What follows belongs to an exercise in optimizing a design on an open flow for small area and a short achievable clock period; a production flow would make more cautious choices. Where RTL was checked, it was by simulation tests only, not by an equivalence proof against the original. Power figures rest on the tool's default switching activity, not on a simulated workload.

Design FIRLPF, start of the top module:
module FIRLPF(
       input                     Clock,
       input                     Rst_n,
       input      signed  [31:0] InputData1,
       output     signed  [31:0] OutputData
);
reg [5:0] Count;
always @(posedge Clock or negedge Rst_n)
  if (!Rst_n)             Count <= 6'd0;
  else if (Count < 6'd39) Count <= Count + 6'd1;
  else                    Count <= 6'd0;
reg [21:0] rom;
always @* begin
  case (Count)
    6'd0: rom = 22'b0000100010000000000000;
    6'd1: rom = 22'b0000100010000000000000;
    6'd2: rom = 22'b0000100010000000000000;
    6'd3: rom = 22'b0001000000000000000000;
    6'd4: rom = 22'b0000000000100000000000;
    6'd5: rom = 22'b0000010100000000000000;
    6'd6: rom = 22'b0000100000000000000001;
    6'd7: rom = 22'b0000000010000000000001;
    6'd8: rom = 22'b0001001000000000000000;
    6'd9: rom = 22'b0000010010000100000000;
    6'd10: rom = 22'b0001000000000010100001;
    6'd11: rom = 22'b0000011000000100101000;
    6'd12: rom = 22'b0010100001010000000001;
    6'd13: rom = 22'b0100000010000010000000;
    6'd14: rom = 22'b0100000000100100101000;
    6'd15: rom = 22'b1000010000000000011000;
    6'd16: rom = 22'b1000100001000000100100;
    6'd17: rom = 22'b0010001000000101001000;
    6'd18: rom = 22'b0100010000001001000010;
    6'd19: rom = 22'b0100010000100101000001;
    6'd20: rom = 22'b0100010000100101000001;
    6'd21: rom = 22'b0100010000001001000010;
    6'd22: rom = 22'b0010001000000101001000;
    6'd23: rom = 22'b1000100001000000100100;
    6'd24: rom = 22'b1000010000000000011000;
    6'd25: rom = 22'b0100000000100100101000;
    6'd26: rom = 22'b0100000010000010000000;
    6'd27: rom = 22'b0010100001010000000001;
    6'd28: rom = 22'b0000011000000100101000;
    6'd29: rom = 22'b0001000000000010100001;
    6'd30: rom = 22'b0000010010000100000000;
    6'd31: rom = 22'b0001001000000000000000;
    6'd32: rom = 22'b0000000010000000000001;
    6'd33: rom = 22'b0000100000000000000001;
    6'd34: rom = 22'b0000010100000000000000;
    6'd35: rom = 22'b0000000000100000000000;
    6'd36: rom = 22'b0001000000000000000000;
    6'd37: rom = 22'b0000100010000000000000;
    6'd38: rom = 22'b0000100010000000000000;
    6'd39: rom = 22'b0000100010000000000000;
    default: rom = 22'b0;
  endcase
end
reg [31:0] xr;
reg [21:0] ctl;
always @(posedge Clock) begin
  xr  <= InputData1;
  ctl <= rom;
end
  ...
Size in the first run: ~400 flip-flops, roughly 66 I/O pins, ~0.022 mm2 of cells after synthesis.
export LEC_CHECK = 0
export CAP_MARGIN = 20
export CELL_PAD_IN_SITES_DETAIL_PLACEMENT = 1
export CORE_MARGIN = 2
export CORE_UTILIZATION = 30
export PLACE_DENSITY = 0.5
export SLEW_MARGIN = 20
export SYNTH_HIERARCHICAL = 1
export SYNTH_MINIMUM_KEEP_SIZE = 0
create_clock -name core_clock -period 11.0 [get_ports {Clock}]
standard.sh (not shown) runs the stock make flow with config.mk's settings and CLKGATE_MAP_FILE= SYNTH_SCRIPT=/design/flow/synth_recipe.tcl, a recipe that flattens the netlist after the stock synthesis.
==> flow/flow/run.sh <==
#!/bin/bash
# The standard layout (standard.sh) with one change to how it is made:
# the port buffers that global placement inserts use buf_2 instead of the
# flow's default pick, a slow delay buffer. Everything else, including
# synthesis, is the standard flow's. The tools' full output goes to
# standard.log in the work folder (and to the ORFS logs under orfs/logs).
set -euo pipefail
export BUFFER_PORTS_ARGS="-buffer_cell sky130_fd_sc_hd__buf_2"
bash standard.sh > standard.log 2>&1
Change:
==> flow/flow/run.sh (replaced) <==
#!/bin/bash
# The standard layout (standard.sh), with two changes to how it is made:
# - the port buffers that global placement inserts use buf_2 instead of the
#   flow's default pick, a slow delay buffer;
# - repair_design also keeps each net's fanout at most 16, with real buffers rather than delay cells (pre_resize.tcl), so
#   high-fanout nets are buffered.
# Everything else, including synthesis, is the standard flow's. Each tool's
# full output goes to standard.log in the work folder (and the ORFS logs).
set -euo pipefail
here=$(cd "$(dirname "$0")" && pwd)
export BUFFER_PORTS_ARGS="-buffer_cell sky130_fd_sc_hd__buf_2"
export PRE_RESIZE_TCL="$here/pre_resize.tcl"
bash standard.sh > standard.log 2>&1
==> flow/flow/pre_resize.tcl (new file) <==
# Sourced by ORFS before repair_design (placement resizing step): buffer
# high-fanout nets and keep transitions short, with ordinary buffers rather
# than delay cells.
set_dont_use [get_lib_cells {sky130_fd_sc_hd__clkdlybuf4s* sky130_fd_sc_hd__dlygate* sky130_fd_sc_hd__dlymetal* sky130_fd_sc_hd__buf_1 sky130_fd_sc_hd__clkbuf_1}]
set_max_fanout 16 [current_design]
set_max_transition 0.2 [current_design]
Result:
- power went up by about a fifth
- worst setup slack gets worse by 1.6 ns
- global-route usage increases by 3.3 points
- via count grows by about a fifth
- flip-flop and latch count is unchanged
Change:
--- a/flow/flow/run.sh
+++ b/flow/flow/run.sh
@@ -3,5 +3,5 @@
 # - the port buffers that global placement inserts use buf_2 instead of the
 #   flow's default pick, a slow delay buffer;
-# - repair_design also keeps each net's fanout at most 16, with real buffers rather than delay cells (pre_resize.tcl), so
+# - repair_design also keeps each net's fanout at most 6, with real buffers rather than delay cells (pre_resize.tcl), so
 #   high-fanout nets are buffered.
 # Everything else, including synthesis, is the standard flow's. Each tool's
==> flow/flow/pre_resize.tcl (replaced) <==
# Sourced by ORFS before repair_design (placement resizing step): buffer
# high-fanout nets, and do it with ordinary buffers, not delay cells.
set_dont_use [get_lib_cells {sky130_fd_sc_hd__clkdlybuf4s* sky130_fd_sc_hd__dlygate* sky130_fd_sc_hd__dlymetal* sky130_fd_sc_hd__buf_1 sky130_fd_sc_hd__clkbuf_1}]
set_max_fanout 6 [current_design]
CTS_CLUSTER_DIAMETER = 60   (was default)
CTS_CLUSTER_SIZE = 30   (was default)
After rerunning: Power decreases by 17%; routed wire length decreases by 1.2%; combinational power decreases by 27%; final cell count decreases by 4.7%.
Change:
--- a/flow/flow/run.sh
+++ b/flow/flow/run.sh
@@ -3,5 +3,5 @@
 # - the port buffers that global placement inserts use buf_2 instead of the
 #   flow's default pick, a slow delay buffer;
-# - repair_design also keeps each net's fanout at most 6, with real buffers rather than delay cells (pre_resize.tcl), so
+# - repair_design also keeps each net's fanout at most 16, with real buffers rather than delay cells (pre_resize.tcl), so
 #   high-fanout nets are buffered.
 # Everything else, including synthesis, is the standard flow's. Each tool's
==> flow/flow/pre_resize.tcl (replaced) <==
# Sourced by ORFS before repair_design (placement resizing step): buffer
# high-fanout nets and keep transitions short, with ordinary buffers rather
# than delay cells.
set_dont_use [get_lib_cells {sky130_fd_sc_hd__clkdlybuf4s* sky130_fd_sc_hd__dlygate* sky130_fd_sc_hd__dlymetal* sky130_fd_sc_hd__buf_1 sky130_fd_sc_hd__clkbuf_1}]
set_max_fanout 10 [current_design]
set_max_transition 0.3 [current_design]
CTS_CLUSTER_DIAMETER = default   (was 60)
CTS_CLUSTER_SIZE = default   (was 30)
=> Synthesized cell count is unchanged; power grows by 11%; clock skew falls by 0.012 ns.
Change:
--- a/flow/flow/run.sh
+++ b/flow/flow/run.sh
@@ -3,5 +3,5 @@
 # - the port buffers that global placement inserts use buf_2 instead of the
 #   flow's default pick, a slow delay buffer;
-# - repair_design also keeps each net's fanout at most 16, with real buffers rather than delay cells (pre_resize.tcl), so
+# - repair_design also keeps each net's fanout at most 6, with real buffers rather than delay cells (pre_resize.tcl), so
 #   high-fanout nets are buffered.
 # Everything else, including synthesis, is the standard flow's. Each tool's
==> flow/flow/pre_resize.tcl (replaced) <==
# Sourced by ORFS before repair_design (placement resizing step): buffer
# high-fanout nets, and do it with ordinary buffers, not delay cells.
set_dont_use [get_lib_cells {sky130_fd_sc_hd__clkdlybuf4s* sky130_fd_sc_hd__dlygate* sky130_fd_sc_hd__dlymetal* sky130_fd_sc_hd__buf_1 sky130_fd_sc_hd__clkbuf_1}]
set_max_fanout 6 [current_design]
Result:
- The new run finished with timing, DRC and antenna clean
- sequential share of layout area is higher by 2.2 points
- global-route usage is lower by 0.16 points
- routed wire length is lower by 0.89%
- count of clock-buffer cells in the layout is lower by 9
- worst setup slack gains 0.29 ns
- register-to-register slack gains 0.29 ns
- total power is lower by 6.3%


Setup of job 4750:
Another version of the RTL of FIRLPF (not shown whole).
For scale: ~2,300 cells after synthesis, ~400 flip-flops, about 66 I/O pins, about 0.023 sq mm of cells after synthesis.
export LEC_CHECK = 0
export CAP_MARGIN = 20
export CELL_PAD_IN_SITES_DETAIL_PLACEMENT = 1
export CORE_MARGIN = 2
export CORE_UTILIZATION = 30
export PLACE_DENSITY = 0.5
export SLEW_MARGIN = 20
export SYNTH_HIERARCHICAL = 1
export SYNTH_MINIMUM_KEEP_SIZE = 0
create_clock -name core_clock -period 11.0 [get_ports {Clock}]
==> flow/flow/run.sh <==
#!/bin/bash
# The standard layout (standard.sh), with two changes to how it is made:
# - the port buffers that global placement inserts use buf_2 instead of the
#   flow's default pick, a slow delay buffer;
# - repair_design also keeps each net's fanout at most 16, with real buffers rather than delay cells (pre_resize.tcl), so
#   high-fanout nets are buffered.
# Everything else, including synthesis, is the standard flow's. Each tool's
# full output goes to standard.log in the work folder (and the ORFS logs).
set -euo pipefail
here=$(cd "$(dirname "$0")" && pwd)
export BUFFER_PORTS_ARGS="-buffer_cell sky130_fd_sc_hd__buf_2"
export PRE_RESIZE_TCL="$here/pre_resize.tcl"
bash standard.sh > standard.log 2>&1
==> flow/flow/pre_resize.tcl <==
# Sourced by ORFS before repair_design (placement resizing step): buffer
# high-fanout nets, and do it with ordinary buffers, not delay cells.
set_dont_use [get_lib_cells {sky130_fd_sc_hd__clkdlybuf4s* sky130_fd_sc_hd__dlygate* sky130_fd_sc_hd__dlymetal* sky130_fd_sc_hd__buf_1 sky130_fd_sc_hd__clkbuf_1}]
set_max_fanout 16 [current_design]
What job 2467 does differently from job 4750 at the input level:
==> flow/run.sh (new file) <==
#!/bin/bash
# synth_recipe.tcl (not shown) runs the flow's synth.tcl, then flattens the netlist and writes it again
# the make line also repeats each setting of config.mk as NAME=value (left out here)
make -C /OpenROAD-flow-scripts/flow DESIGN_CONFIG=/design/flow/config.mk WORK_HOME=/design/flow/orfs CLKGATE_MAP_FILE= SYNTH_SCRIPT=/design/flow/synth_recipe.tcl finish
removed: flow/flow/run.sh
removed: flow/flow/pre_resize.tcl
removed: flow/standard.sh
==> comparison <==
Re register-to-register slack: job 2467 and job 4750 aren't equal, and the higher value belongs to job 4750.
Taking job 4750 as 1.0, job 2467 lands at 0.931 on wire length.
The arrival time at the worst endpoint in job 2467 sits 340 ps above the value recorded for job 4750.
Job 2467 vs job 4750 — via count dropped by a few percent
Job 2467 vs job 4750: non-clock buffer count down
The final reports for job 2467 and job 4750 show total power higher in the former.
Here is what was changed in the inputs of job 9941 compared with job 2467.
==> flow/flow/run.sh (new file) <==
#!/bin/bash
# The standard layout (standard.sh), with two changes to how it is made:
# - the port buffers that global placement inserts use buf_4 instead of the
#   flow's default pick, a slow delay buffer;
# - repair_design also keeps each net's fanout at most 10 (pre_resize.tcl), so
#   high-fanout nets are buffered.
# Everything else, including synthesis, is the standard flow's. Each tool's
# full output goes to standard.log in the work folder (and the ORFS logs).
set -euo pipefail
here=$(cd "$(dirname "$0")" && pwd)
export BUFFER_PORTS_ARGS="-buffer_cell sky130_fd_sc_hd__buf_4"
export PRE_RESIZE_TCL="$here/pre_resize.tcl"
bash standard.sh > standard.log 2>&1
==> flow/flow/pre_resize.tcl (new file) <==
# Sourced by ORFS before repair_design (placement resizing step).
set_max_fanout 10 [current_design]
==> flow/standard.sh (new file) <==
#!/bin/bash
# synth_recipe.tcl (not shown) runs the flow's synth.tcl, then flattens the netlist and writes it again
# the make line also repeats each setting of config.mk as NAME=value (left out here)
make -C /OpenROAD-flow-scripts/flow DESIGN_CONFIG=/design/flow/config.mk WORK_HOME=/design/flow/orfs CLKGATE_MAP_FILE= SYNTH_SCRIPT=/design/flow/synth_recipe.tcl "${@:-finish}"
removed: flow/run.sh
==> summary.txt <==
Job 9941 finished all stages; the layout is clean. Job 2467 reached the final stage; the timing, design-rule and antenna checks on its layout passed. Relative to job 2467, final design utilization increased by 2.2 points in job 9941. On headroom to the max-slew limit, job 2467 loses to job 9941. Job 9941 against job 2467: non-clock buffer instance count of the final layout rose 210%; final worst-path cycle share picked up an extra 12 points. Looking at job 9941 and job 2467, the power consumption is a wash. In job 9941, the design area came out 6.6% above the value in job 2467. Setup slack in job 9941 is smaller than in job 2467. Job 2467 → job 9941: met1 routing resource usage after global routing climbed 2.1 points; via count climbed about 9%; minimum clock period after layout climbed 1370 ps.
Function was not checked in any run of this note: the RTL went through the layout flow alone.

==> static timing again, ports no longer ideal <==
Ports are ideal in the flow. The routed layouts listed here were re-timed in OpenROAD.
Step 1 (the two cells are an assumption about what drives the block):
set clk [get_ports {Clock}]
set_driving_cell -lib_cell sky130_fd_sc_hd__clkbuf_16 $clk
set_driving_cell -lib_cell sky130_fd_sc_hd__buf_2 [delete_from_list [all_inputs] $clk]
Step 2 also shifts input and output timing later by t, the mid clock arrival at the registers, as if the neighbouring blocks saw the same clock.
a / b / c = ideal / step 1 / step 2; a / b = the first two.
run	shift t [ns]	slack for setup (ns)	hold slack, ns	pins driven straight from the clock port
the first run of note 1	0.647	7.332 / 7.332 / 7.332	0.322 / 0.322 / 0.322	1
the second run of note 1	0.667	5.741 / 5.741 / 5.741	0.314 / 0.314 / 0.314	1
the third run of note 1	0.625	7.304 / 7.304 / 7.304	0.329 / 0.329 / 0.329	1
the fourth run of note 1	0.661	7.024 / 7.024 / 7.024	0.319 / 0.319 / 0.319	1
the fifth run of note 1	0.642	7.313 / 7.313 / 7.313	0.308 / 0.308 / 0.308	1
job 4750	0.639	6.977 / 6.977 / 6.977	0.322 / 0.322 / 0.322	1
job 2467	0.637	6.634 / 6.634 / 6.634	0.319 / 0.319 / 0.319	1
job 9941	0.652	5.260 / 5.260 / 5.260	0.313 / 0.313 / 0.313	1
After both steps setup and hold are still met in every run listed.
